This is an optimization exercise on Yosys and OpenROAD, whose aim is a short achievable clock period and few clock cycles, not a production implementation. Function was checked by simulation only, so behaviour that the tests miss may differ from the original. Power is estimated from default activity; no workload was simulated.

`design.v`:
```
`timescale 1ns / 1ps
module RegisterFile(reset,
                    clk,
                    i_reg_write,
                    i_read_select1,
                    i_read_select2,
                    i_write_register,
                    i_write_data,
                    o_read_data1,
                    o_read_data2);
    input reset, clk;
    input i_reg_write;
    input [31:0] i_read_select1, i_read_select2;
    input [4:0] i_write_register;
    input [31:0] i_write_data;
    output reg [31:0] o_read_data1, o_read_data2;
    reg [31:0] RF_data[31:1];
    integer i;
    always @(*) begin
        o_read_data1 = 32'h00000000;
        o_read_data2 = 32'h00000000;
        for (i = 1; i < 32; i = i + 1) begin
            o_read_data1 = o_read_data1 | ({32{i_read_select1[i]}} & RF_data[i]);
            o_read_data2 = o_read_data2 | ({32{i_read_select2[i]}} & RF_data[i]);
        end
    end
    always @(posedge reset or posedge clk) begin
        if (reset) begin
            for (i = 1; i < 32; i = i + 1) begin
                RF_data[i] <= 32'h00000000;
            end
        end else if (i_reg_write && (i_write_register != 5'b00000)) begin
            RF_data[i_write_register] <= i_write_data;
        end
    end
endmodule
`timescale 1ns / 1ps
module Adder32(i_a, i_b, i_cin, o_sum, o_cout);
    input [31:0] i_a;
    input [31:0] i_b;
    input i_cin;
    output [31:0] o_sum;
    output o_cout;
    wire [31:0] p0 = i_a ^ i_b;
    wire [31:0] g0 = (i_a & i_b) | {31'b0, p0[0] & i_cin};
    wire [191:0] g;
    wire [191:0] p;
    assign g[31:0] = g0;
    assign p[31:0] = p0;
    genvar l, j;
    generate
        for (l = 0; l < 5; l = l + 1) begin : g_lvl
            for (j = 0; j < 32; j = j + 1) begin : g_bit
                if (j >= (1 << l)) begin : g_comb
                    assign g[32*(l+1) + j] = g[32*l + j] | (p[32*l + j] & g[32*l + j - (1 << l)]);
                    assign p[32*(l+1) + j] = p[32*l + j] & p[32*l + j - (1 << l)];
                end else begin : g_pass
                    assign g[32*(l+1) + j] = g[32*l + j];
                    assign p[32*(l+1) + j] = p[32*l + j];
                end
            end
        end
    endgenerate
    assign o_sum  = p0 ^ {g[190:160], i_cin};
    assign o_cout = g[191];
endmodule
module ALU(i_sel_add,
           i_sel_sub,
           i_sel_slt,
           i_sel_sltu,
           i_sel_and,
           i_sel_or,
           i_sel_xor,
           i_sel_nor,
           i_sel_sll,
           i_sel_srl,
           i_sel_sra,
           i_shamt,
           i_data_1,
           i_data_2,
           i_shift_data,
           o_sum,
           o_diff,
           o_other,
           o_result);
    input i_sel_add, i_sel_sub, i_sel_slt, i_sel_sltu;
    input i_sel_and, i_sel_or, i_sel_xor, i_sel_nor;
    input i_sel_sll, i_sel_srl, i_sel_sra;
    input [4:0] i_shamt;
    input [31:0] i_data_1;
    input [31:0] i_data_2;
    input [31:0] i_shift_data;
    output [31:0] o_sum;
    output [31:0] o_diff;
    output [31:0] o_other;
    output [31:0] o_result;
    wire [31:0] w_add;
    wire [31:0] w_sub;
    wire w_add_c;
    wire w_sub_c;
    Adder32 U_ADD(.i_a(i_data_1), .i_b(i_data_2),  .i_cin(1'b0), .o_sum(w_add), .o_cout(w_add_c));
    Adder32 U_SUB(.i_a(i_data_1), .i_b(~i_data_2), .i_cin(1'b1), .o_sum(w_sub), .o_cout(w_sub_c));
    wire w_sltu = ~w_sub_c;
    wire w_slt  = (i_data_1[31] & ~i_data_2[31]) |
                  (~(i_data_1[31] ^ i_data_2[31]) & w_sub[31]);
    wire [31:0] w_sll = i_shift_data << i_shamt;
    wire [31:0] w_srl = i_shift_data >> i_shamt;
    wire [63:0] w_sra64 = {{32{i_shift_data[31]}}, i_shift_data} >> i_shamt;
    wire [31:0] w_sra = w_sra64[31:0];
    assign o_sum  = w_add;
    assign o_diff = w_sub;
    wire [31:0] w_fast = ({32{i_sel_and}}  & (i_data_1 & i_data_2))
                    | ({32{i_sel_or}}   & (i_data_1 | i_data_2))
                    | ({32{i_sel_xor}}  & (i_data_1 ^ i_data_2))
                    | ({32{i_sel_nor}}  & ~(i_data_1 | i_data_2))
                    | ({32{i_sel_sll}}  & w_sll)
                    | ({32{i_sel_srl}}  & w_srl)
                    | ({32{i_sel_sra}}  & w_sra);
    assign o_other  = {31'b0, (i_sel_slt & w_slt) | (i_sel_sltu & w_sltu)} | w_fast;
    assign o_result = ({32{i_sel_add}} & w_add)
                    | ({32{i_sel_sub}} & w_sub)
                    | o_other;
endmodule
`timescale 1ns / 1ps
module CPU(reset,
           clk,
           imem_addr,
           imem_data,
           dmem_addr,
           dmem_wdata,
           dmem_we,
           dmem_rdata);
    input reset;
    input clk;
    output [31:0] imem_addr;
    input [31:0] imem_data;
    output [31:0] dmem_addr;
    output [31:0] dmem_wdata;
    output dmem_we;
    input [31:0] dmem_rdata;
    wire        mispredict_EX;
    wire [31:0] redirect_pc_EX;
    wire        redirect_ID;
    wire [31:0] btarget_ID;
    wire [31:0] rtarget_ID;
    wire        stall_ID;
    reg  [31:0] pc;
    wire [31:0] pcp4_IF = pc + 32'd4;
    assign imem_addr = pc;
    wire [5:0] op_IF    = imem_data[31:26];
    wire [5:0] fn_IF    = imem_data[5:0];
    wire       rtype_IF = (op_IF == 6'h00);
    wire       jmp_IF   = (op_IF[5:1] == 5'b00001);                                    
    wire       link_IF  = (op_IF == 6'h03) || (rtype_IF && fn_IF == 6'h09);            
    wire [31:0] jtarget_IF = {pcp4_IF[31:28], imem_data[25:0], 2'b00};
    reg [31:0] shadow_ra;
    localparam NB = 4;
    localparam NR = 4;
    reg [NB-1:0] btb_v;
    reg [29:0]   btb_tag [0:NB-1];
    reg [29:0]   btb_tgt [0:NB-1];
    reg [1:0]    btb_ptr;
    reg [NR-1:0] ret_v;
    reg [29:0]   ret_tag [0:NR-1];
    reg [1:0]    ret_ptr;
    reg          btb_hit;
    reg [29:0]   btb_out;
    integer k;
    always @(*) begin
        btb_hit = 1'b0;
        btb_out = 30'b0;
        for (k = 0; k < NB; k = k + 1) begin
            if (btb_v[k] && btb_tag[k] == pc[31:2]) begin
                btb_hit = 1'b1;
                btb_out = btb_out | btb_tgt[k];
            end
        end
        for (k = 0; k < NR; k = k + 1) begin
            if (ret_v[k] && ret_tag[k] == pc[31:2]) begin
                btb_hit = 1'b1;
                btb_out = btb_out | shadow_ra[31:2];
            end
        end
    end
    wire        pred_IF  = btb_hit;
    wire        hold_IF  = redirect_ID | stall_ID | btb_hit;
    wire [31:0] early_pc = redirect_ID ? rtarget_ID :
                           stall_ID    ? pc :
                           btb_hit     ? {btb_out, 2'b00} :
                           pcp4_IF;
    wire [31:0] fetch_pc = hold_IF ? early_pc :
                           jmp_IF  ? jtarget_IF :
                           pcp4_IF;
    wire [31:0] next_pc  = mispredict_EX ? redirect_pc_EX : fetch_pc;
    always @(posedge clk or posedge reset) begin
        if (reset) pc <= 32'd0;
        else       pc <= next_pc;
    end
    always @(posedge clk or posedge reset) begin
        if (reset) shadow_ra <= 32'd0;
        else if (link_IF && !stall_ID && !redirect_ID) shadow_ra <= pcp4_IF;
    end
    reg        valid_ID;
    reg [31:0] ins_ID;
    reg [31:0] pc_ID;
    reg [31:0] pcp4_ID;
    reg        pred_ID;
    reg [31:0] ptgt_ID;
    reg [31:0] rs_sel_ID;
    reg [31:0] rt_sel_ID;
    always @(posedge clk or posedge reset) begin
        if (reset)                              valid_ID <= 1'b0;
        else if (mispredict_EX || redirect_ID)  valid_ID <= 1'b0;
        else if (!stall_ID)                     valid_ID <= 1'b1;
    end
    always @(posedge clk) begin
        if (!stall_ID) begin
            ins_ID    <= imem_data;
            pc_ID     <= pc;
            pcp4_ID   <= pcp4_IF;
            pred_ID   <= pred_IF;
            ptgt_ID   <= shadow_ra;
            rs_sel_ID <= 32'd1 << imem_data[25:21];
            rt_sel_ID <= 32'd1 << imem_data[20:16];
        end
    end
    wire [5:0]  op  = ins_ID[31:26];
    wire [4:0]  rs  = ins_ID[25:21];
    wire [4:0]  rt  = ins_ID[20:16];
    wire [4:0]  rd  = ins_ID[15:11];
    wire [4:0]  sh  = ins_ID[10:6];
    wire [5:0]  fn  = ins_ID[5:0];
    wire [15:0] imm = ins_ID[15:0];
    wire rtype   = (op == 6'h00);
    wire r_jr    = rtype && fn == 6'h08;
    wire r_jalr  = rtype && fn == 6'h09;
    wire r_sub   = rtype && (fn == 6'h22 || fn == 6'h23);
    wire r_and   = rtype && fn == 6'h24;
    wire r_or    = rtype && fn == 6'h25;
    wire r_xor   = rtype && fn == 6'h26;
    wire r_nor   = rtype && fn == 6'h27;
    wire r_slt   = rtype && fn == 6'h2a;
    wire r_sltu  = rtype && fn == 6'h2b;
    wire r_sll   = rtype && fn == 6'h00;
    wire r_srl   = rtype && fn == 6'h02;
    wire r_sra   = rtype && fn == 6'h03;
    wire r_add   = rtype && !(r_jr || r_jalr || r_sub || r_and || r_or || r_xor || r_nor ||
                              r_slt || r_sltu || r_sll || r_srl || r_sra);
    wire r_alu   = rtype && !(r_jr || r_jalr);
    wire i_j     = (op == 6'h02);
    wire i_jal   = (op == 6'h03);
    wire i_beq   = (op == 6'h04);
    wire i_bne   = (op == 6'h05);
    wire i_blez  = (op == 6'h06);
    wire i_bgtz  = (op == 6'h07);
    wire i_bltz  = (op == 6'h01);
    wire i_addi  = (op == 6'h08) || (op == 6'h09);
    wire i_slti  = (op == 6'h0a);
    wire i_sltiu = (op == 6'h0b);
    wire i_andi  = (op == 6'h0c);
    wire i_lui   = (op == 6'h0f);
    wire i_lw    = (op == 6'h23);
    wire i_sw    = (op == 6'h2b);
    wire i_cond  = i_beq || i_bne || i_blez || i_bgtz || i_bltz;
    wire i_imm   = i_addi || i_slti || i_sltiu || i_andi || i_lui || i_lw || i_sw;
    wire link    = i_jal || r_jalr;
    wire [4:0] dest = link ? 5'd31 :
                      r_alu ? rd :
                      (i_addi || i_slti || i_sltiu || i_andi || i_lui || i_lw) ? rt :
                      5'd0;
    wire use_rs = !(i_j || i_jal || i_lui);
    wire use_rt = r_alu || i_beq || i_bne;
    reg        valid_EX;
    reg [4:0]  dest_EX;
    reg        wrd_EX;
    reg        ld_EX;
    reg        wr_MEM;
    reg [4:0]  dest_MEM;
    reg        ld_MEM;
    reg [31:0] res_MEM;
    reg        wr_WB;
    reg [4:0]  dest_WB;
    reg [31:0] val_WB;
    wire [31:0] alu_out;
    wire [31:0] alu_sum;
    wire [31:0] alu_diff;
    wire [31:0] alu_other;
    reg         sel_add_EX, sel_sub_EX;
    wire wr_EX = valid_EX && wrd_EX;
    assign stall_ID = valid_ID && valid_EX && ld_EX && wrd_EX &&
                      ((use_rs && dest_EX == rs) || (use_rt && dest_EX == rt));
    wire [31:0] rf1;
    wire [31:0] rf2;
    RegisterFile U_RegisterFile(
    .reset(reset),
    .clk(clk),
    .i_reg_write(wr_WB),
    .i_read_select1(rs_sel_ID),
    .i_read_select2(rt_sel_ID),
    .i_write_register(dest_WB),
    .i_write_data(val_WB),
    .o_read_data1(rf1),
    .o_read_data2(rf2)
    );
    wire [31:0] val_MEM = ld_MEM ? dmem_rdata : res_MEM;
    wire [31:0] rsv = (wr_MEM && dest_MEM == rs) ? val_MEM :
                      (wr_WB  && dest_WB  == rs) ? val_WB  :
                      rf1;
    wire [31:0] rtv = (wr_MEM && dest_MEM == rt) ? val_MEM :
                      (wr_WB  && dest_WB  == rt) ? val_WB  :
                      rf2;
    wire xs = wr_EX && !ld_EX && dest_EX == rs;
    wire xt = wr_EX && !ld_EX && dest_EX == rt;
    wire ld_sd = wr_EX && ld_EX && dest_EX == rt;
    wire [31:0] immext = i_lui  ? {imm, 16'h0000} :
                         i_andi ? {16'h0000, imm} :
                         {{16{imm[15]}}, imm};
    wire [31:0] a_in = i_lui ? 32'd0 : link ? pcp4_ID : rsv;
    wire [31:0] b_in = i_imm ? immext : link ? 32'd0 : rtv;
    wire        a_x  = xs && !(i_lui || link);
    wire        b_x  = xt && !(i_imm || link);
    wire static_taken = i_cond && (imm[15] || i_bne || (i_beq && rs == rt));
    wire btarget_c;
    Adder32 U_BTARGET(.i_a(pcp4_ID), .i_b({{14{imm[15]}}, imm, 2'b00}), .i_cin(1'b0),
                      .o_sum(btarget_ID), .o_cout(btarget_c));
    wire jr31 = r_jr && rs == 5'd31;
    assign redirect_ID = valid_ID && !pred_ID && (static_taken || jr31) && !stall_ID;
    assign rtarget_ID  = jr31 ? shadow_ra : btarget_ID;
    always @(posedge clk or posedge reset) begin
        if (reset) begin
            btb_v   <= {NB{1'b0}};
            btb_ptr <= 2'd0;
            ret_v   <= {NR{1'b0}};
            ret_ptr <= 2'd0;
        end else if (redirect_ID) begin
            if (jr31) begin
                ret_v[ret_ptr] <= 1'b1;
                ret_ptr        <= ret_ptr + 2'd1;
            end else begin
                btb_v[btb_ptr] <= 1'b1;
                btb_ptr        <= btb_ptr + 2'd1;
            end
        end
    end
    always @(posedge clk) begin
        if (redirect_ID) begin
            if (jr31) begin
                ret_tag[ret_ptr] <= pc_ID[31:2];
            end else begin
                btb_tag[btb_ptr] <= pc_ID[31:2];
                btb_tgt[btb_ptr] <= btarget_ID[31:2];
            end
        end
    end
    reg [31:0] a_EX, b_EX, s_EX, t_EX;
    reg        ld_sd_EX;
    reg [4:0]  sh_EX;
    reg        sel_slt_EX, sel_sltu_EX;
    reg        sel_and_EX, sel_or_EX, sel_xor_EX, sel_nor_EX;
    reg        sel_sll_EX, sel_srl_EX, sel_sra_EX;
    reg        st_EX;
    reg        beq_EX, bne_EX, blez_EX, bgtz_EX, bltz_EX, cond_EX, jr_EX;
    reg        pred_EX;
    reg [31:0] ptgt_EX;
    reg [31:0] alt_EX;
    always @(posedge clk or posedge reset) begin
        if (reset) valid_EX <= 1'b0;
        else       valid_EX <= valid_ID && !stall_ID && !mispredict_EX;
    end
    always @(posedge clk) begin
        a_EX     <= ({32{a_x & sel_add_EX}} & alu_sum) | ({32{a_x & sel_sub_EX}} & alu_diff) |
                    (a_x ? alu_other : a_in);
        b_EX     <= ({32{b_x & sel_add_EX}} & alu_sum) | ({32{b_x & sel_sub_EX}} & alu_diff) |
                    (b_x ? alu_other : b_in);
        s_EX     <= ({32{xs & sel_add_EX}} & alu_sum) | ({32{xs & sel_sub_EX}} & alu_diff) |
                    (xs ? alu_other : rsv);
        t_EX     <= ({32{xt & sel_add_EX}} & alu_sum) | ({32{xt & sel_sub_EX}} & alu_diff) |
                    (xt ? alu_other : rtv);
        ld_sd_EX <= ld_sd;
        sh_EX    <= sh;
        sel_add_EX  <= r_add || i_addi || i_lw || i_sw || i_lui || link;
        sel_sub_EX  <= r_sub;
        sel_slt_EX  <= r_slt || i_slti;
        sel_sltu_EX <= r_sltu || i_sltiu;
        sel_and_EX  <= r_and || i_andi;
        sel_or_EX   <= r_or;
        sel_xor_EX  <= r_xor;
        sel_nor_EX  <= r_nor;
        sel_sll_EX  <= r_sll;
        sel_srl_EX  <= r_srl;
        sel_sra_EX  <= r_sra;
        dest_EX <= dest;
        wrd_EX  <= (dest != 5'd0);
        ld_EX   <= i_lw;
        st_EX   <= i_sw;
        beq_EX  <= i_beq;
        bne_EX  <= i_bne;
        blez_EX <= i_blez;
        bgtz_EX <= i_bgtz;
        bltz_EX <= i_bltz;
        cond_EX <= i_cond;
        jr_EX   <= r_jr || r_jalr;
        pred_EX <= pred_ID || redirect_ID;
        ptgt_EX <= pred_ID ? ptgt_ID : shadow_ra;
        alt_EX  <= (i_cond && !(pred_ID || redirect_ID)) ? btarget_ID : pcp4_ID;
    end
    ALU U_ALU(
    .i_sel_add(sel_add_EX),
    .i_sel_sub(sel_sub_EX),
    .i_sel_slt(sel_slt_EX),
    .i_sel_sltu(sel_sltu_EX),
    .i_sel_and(sel_and_EX),
    .i_sel_or(sel_or_EX),
    .i_sel_xor(sel_xor_EX),
    .i_sel_nor(sel_nor_EX),
    .i_sel_sll(sel_sll_EX),
    .i_sel_srl(sel_srl_EX),
    .i_sel_sra(sel_sra_EX),
    .i_shamt(sh_EX),
    .i_data_1(a_EX),
    .i_data_2(b_EX),
    .i_shift_data(t_EX),
    .o_sum(alu_sum),
    .o_diff(alu_diff),
    .o_other(alu_other),
    .o_result(alu_out)
    );
    wire s_eq_t = (s_EX == t_EX);
    wire s_zero = (s_EX == 32'd0);
    wire s_neg  = s_EX[31];
    wire taken  = (beq_EX && s_eq_t) || (bne_EX && !s_eq_t) ||
                  (blez_EX && (s_neg || s_zero)) || (bgtz_EX && !(s_neg || s_zero)) ||
                  (bltz_EX && s_neg);
    assign mispredict_EX = valid_EX && (cond_EX ? (taken != pred_EX) :
                                        jr_EX   ? (!pred_EX || s_EX != ptgt_EX) :
                                        pred_EX);
    assign redirect_pc_EX = jr_EX ? s_EX : alt_EX;
    wire [31:0] sd = ld_sd_EX ? dmem_rdata : t_EX;
    reg        st_MEM;
    reg [31:0] sd_MEM;
    reg [31:0] addr_MEM;
    always @(posedge clk or posedge reset) begin
        if (reset) begin
            wr_MEM <= 1'b0;
            st_MEM <= 1'b0;
        end else begin
            wr_MEM <= wr_EX;
            st_MEM <= valid_EX && st_EX;
        end
    end
    always @(posedge clk) begin
        res_MEM  <= alu_out;
        addr_MEM <= alu_sum;
        sd_MEM   <= sd;
        dest_MEM <= dest_EX;
        ld_MEM   <= ld_EX;
    end
    assign dmem_addr  = addr_MEM;
    assign dmem_wdata = sd_MEM;
    assign dmem_we    = st_MEM;
    always @(posedge clk or posedge reset) begin
        if (reset) wr_WB <= 1'b0;
        else       wr_WB <= wr_MEM;
    end
    always @(posedge clk) begin
        val_WB  <= val_MEM;
        dest_WB <= dest_MEM;
    end
endmodule
```
`run.sh`:
```
#!/bin/bash
# synth_recipe.tcl (not shown) runs the flow's synth.tcl, then flattens the netlist and writes it again
# the make line also repeats each setting of config.mk as NAME=value (left out here)
make -C /OpenROAD-flow-scripts/flow DESIGN_CONFIG=/design/flow/config.mk WORK_HOME=/design/flow/orfs CLKGATE_MAP_FILE= SYNTH_SCRIPT=/design/flow/synth_recipe.tcl finish
```
`config.mk`:
```
export PLATFORM = sky130hd
export DESIGN_NAME = CPU
export DESIGN_NICKNAME = CPU
export VERILOG_FILES = /design/flow/design.v
export SDC_FILE = /design/flow/constraint.sdc
export NUM_CORES = 4
export LEC_CHECK = 0
export CAP_MARGIN = 20
export CORE_MARGIN = 2
export CORE_UTILIZATION = 40
export SETUP_SLACK_MARGIN = 5
export SLEW_MARGIN = 20
```
`constraint.sdc`:
```
create_clock -name core_clock -period 8.7 [get_ports {clk}]
set_input_delay 1.7400 -clock core_clock [delete_from_list [all_inputs] [get_ports {clk}]]
set_output_delay 1.7400 -clock core_clock [all_outputs]
set_load 0.01 [all_outputs]
```
==> results by group <==
Logic synthesis
  – Post-Syn Area: 98000 um^2
  – Post-synth EDFFs: 549
  – Synth warnings: 3
  – Synth top area share: 27.4%
  – Sequential share of the synthesized area: 51.6%
  – Top cells by instance count after synthesis: mux2_2 (1106), dfrtp_1 (1073), edfxtp_1 (549)
  – Synth Net Count: 8617
  – Dominant cell type by area after synthesis: dfrtp_1
  – Mean Syn Cell Area: 11.7 um^2
  – Number of distinct library cells after synthesis: 98
  – FF+latch count, synth: 1986
  – Synth area leaders: dfrtp_1 (27%), edfxtp_1 (17%), mux2_2 (13%), dfxtp_1 (7.4%), a22oi_1 (3.2%)
  – Syn Inst Count: 8409
  – Ys async rst share: 54.0%
  – Most numerous cell in the Yosys netlist: mux2_2
  – Ys flop type: dfrtp_1

Pwr
  – Peak VDD IR: 0.266 mV
  – PwrDens: 236 nW/um^2
  – Leak pwr: 47.2 nW
  – Total power: 26.8 mW

Clocking
  – H-tree depth: 4
  – Clock latency (worst-skew pair): 930 ps
  – Clock slew at reported path FFs: 60 ps
  – Root Driver: clkbuf_16
  – CTS max path bufs: 3
  – CTS tree: yes
  – CTS sink cnt: 1986
  – Hold-fix buffers, CTS: 0
  – CTS buffer count: 209

Floorplanning
  – Row count: 181
  – Die width: 499 um
  – Core footprint: 243000 um^2
  – Starting density of the core: 40.3%
  – Die ar.: 249000 um^2
  – IO Pins: 163
  – Die Y: 499 um

Layout
  – Final core utilization: 46.7%
  – Share of cells above drive strength 1: 26.0%
  – Layout area overhead: 15.9%
  – Nets: 8665
  – # fillers: 21.9k

Timing
  – Fin Setup TNS: 0 ps
  – Period utilization: 45.2%
  – Post-route setup slack: 4770 ps
  – Final setup fails: 0
  – Post-layout min period: 3930 ps
  – Hold WS: 385 ps
  – Slew headroom: 14.2%
  – Fin. max-slew vios: 0
  – RSZ-0062 raised after global routing: yes
  – Worst-Margin Slew: 1280 ps
  – Max Clock Freq: 0.255 GHz
  – Setup Skew: 115 ps
  – Hold Violations, Final: 0

Routing
  – Total Routed Length: 464 mm
  – Final ANT Viol Nets: 0
  – Vias per Instance: 7.01
  – Drt initial violations: 13.7k
  – DR vias: 83.2k
  – TritonRoute pass-1 iters: 12
  – DR WL/cell: 39.0 um
  – # DRC: 0

Global routing
  – Number of global-route vias before repair: 79.0k
  – Largest net degree at the start of global routing: 177
  – Initial antenna violation count: 42
  – Gr usage total: 35.8%
  – Overflow after GRT: 0
  – First-pass GRT wire length: 632 mm

Worst setup path
  – Critical path arrival: 4690 ps
  – CP Class: flop to flop
  – Req. time, crit path: 9460 ps
  – Crit path max fanout: 19
  – Critical Path End Type: flop
  – Worst setup SP type: flop

Job
  – Total of max-cap violations: 0

Worst hold path
  – Min-Delay Path Class: flop to flop

Placed design
  – Worst slack at placement: 3860 ps
  – Detail Placement HPWL: 282 mm
  – Port Buffers: 162
  – GPL Wtd Cong: 1.04

Outcome
  – Status: finished clean
-- timing repair --
| action | CTS | global route |
|---|---|---|
| setup buffers | 50 | 58 |
| pin swaps | 27 | 43 |
| setup endpoints to repair | 724 | 274 |
| resized for setup | 320 | 163 |
| gates cloned | 2 | 6 |
-- state kept, by name, summed over array words and instances (netlist names), 120 cells and up --
signal and flops:
ret_tag 120, btb_tgt 120, btb_tag 120, U_RegisterFile.RF_data 992
-- cell usage in the layout, fill, tap and decap left out, types with 37 or more instances in the layout --
master / n
a222oi_1: 64
buf_4: 314
clkbuf_16: 214
nor3_1: 93
buf_12: 49
a31oi_1: 37
o21ai_0: 149
dfrtp_1: 1068
mux4_2: 62
clkinv_2: 39
nand4_1: 263
nand2_1: 302
a22o_1: 289
clkbuf_1: 50
inv_1: 204
ha_1: 108
xnor2_1: 329
nor2_1: 403
nand3_1: 127
a22oi_1: 413
nor4_1: 51
xor2_1: 100
dfxtp_2: 53
a21oi_1: 316
edfxtp_1: 549
a211oi_1: 90
a221oi_1: 326
clkdlybuf4s50_1: 130
dfxtp_1: 306
mux2i_1: 103
mux2_2: 1106
nor2b_1: 40
-- worst paths after layout --
path                                     from                       endpoint  slack [ps]  cells after the start
worst min register to register    dest_MEM[1]                     dest_WB[1]         380                      0
worst max register to register  rt_sel_ID[12]                       b_EX[23]        4770                     10
max in group asynchronous               reset  U_RegisterFile.RF_data[8][14]        5260                      4
worst max-delay path            rt_sel_ID[12]                       b_EX[23]        4770                     10
min in group asynchronous               reset  U_RegisterFile.RF_data[8][24]        1280                      2
worst min-delay path              dest_MEM[1]                     dest_WB[1]         380                      0
-- metrics by stage --
stage                     instance area [um^2]  std cells
after floorplan                          98000       8409
after global placement                  103000      11300
after detailed placement                103000      11300
after CTS                               112000      11800
after global routing                    114000      11800
final                                   114000      11900
-- where the power goes --
part	internal [mW]	switching, mW
clock	5.39	4.13
sequential	10.6	1.03
combinational	2.02	3.56
-- final cells by class --
cell class              instances  area [um^2]  share of cell area, %
well taps                    3202         4010                   3.53
inverters                     223          873                  0.769
flip-flops and latches       1986        50700                   44.7
clock buffers                 288         5840                   5.14
multi-input cells            5487        45300                   39.9
clock inverters               108         1420                   1.25
diodes                         30         75.1                 0.0661
repair buffers                550         5330                   4.69
-- critical path, cell delays in order, from the launching register on --
cell	delay, ps
edfxtp_1	360
buf_4	340
buf_4	360
a22o_1	290
a221oi_1	390
nand4_1	200
nor3_2	610
a21oi_1	250
a211oi_1	610
o22a_1	310
a21oi_1	80
-- routing by layer --
metal / up-vias / GRT usage, % / part of all wire [%]
li1: 32200 / - / -
met3: 2105 / 13.7 / 15
met2: 7331 / 49.9 / 40
met5: - / 0.560 / 0.050
met4: 22 / 23.5 / 8.4
met1: 41600 / 46.0 / 37
-- cells by family (layout without fill, tap and decap cells) --
group	after synthesis	after routing	share of synthesized area (%)
XOR/XNOR	436	436	3.90
flip-flops	1986	1986	51.6
AND/OR/NAND/NOR	1565	1566	7.90
other	0	30	0
multiplexers	1274	1274	15.2
AO/OA/AOI/OAI	2067	2069	15.7
adder cells (fa/ha/maj)	142	142	1.84
buffers and inverters	939	1169	3.75
Testbench counts, summed over its fixed seeds: cycles 31,064.

-- re-timing with driven ports --
The results above use ideal ports. As a check the final layout listed here was re-extracted and re-timed, cells and wires unchanged. Step 1 sets driving cells, clkbuf_16 on the clock port and buf_2 on the other inputs (assumed; they add their load-dependent delay and slew). Step 2 moves the port delays by t, midway between the first and last clock arrival at a register: inputs arrive t later, outputs are due t later. That takes back most of the time a late clock gives input paths. a / b / c = ideal / step 1 / step 2; a / b = the first two.
shift t [ns]: 0.957
setup slack, ns: 4.772 / 4.772 / 4.267
hold slack, ns: 0.385 / 0.385 / 0.385
slew at the worst register clock pin (ns): 0.07 / 0.07
worst slew at a driven data input, ns: 0.16
After both steps this run still meets setup and hold. For this run, drivers alone change the setup slack by 0.000 ns; drivers and shift together by -0.505 ns.
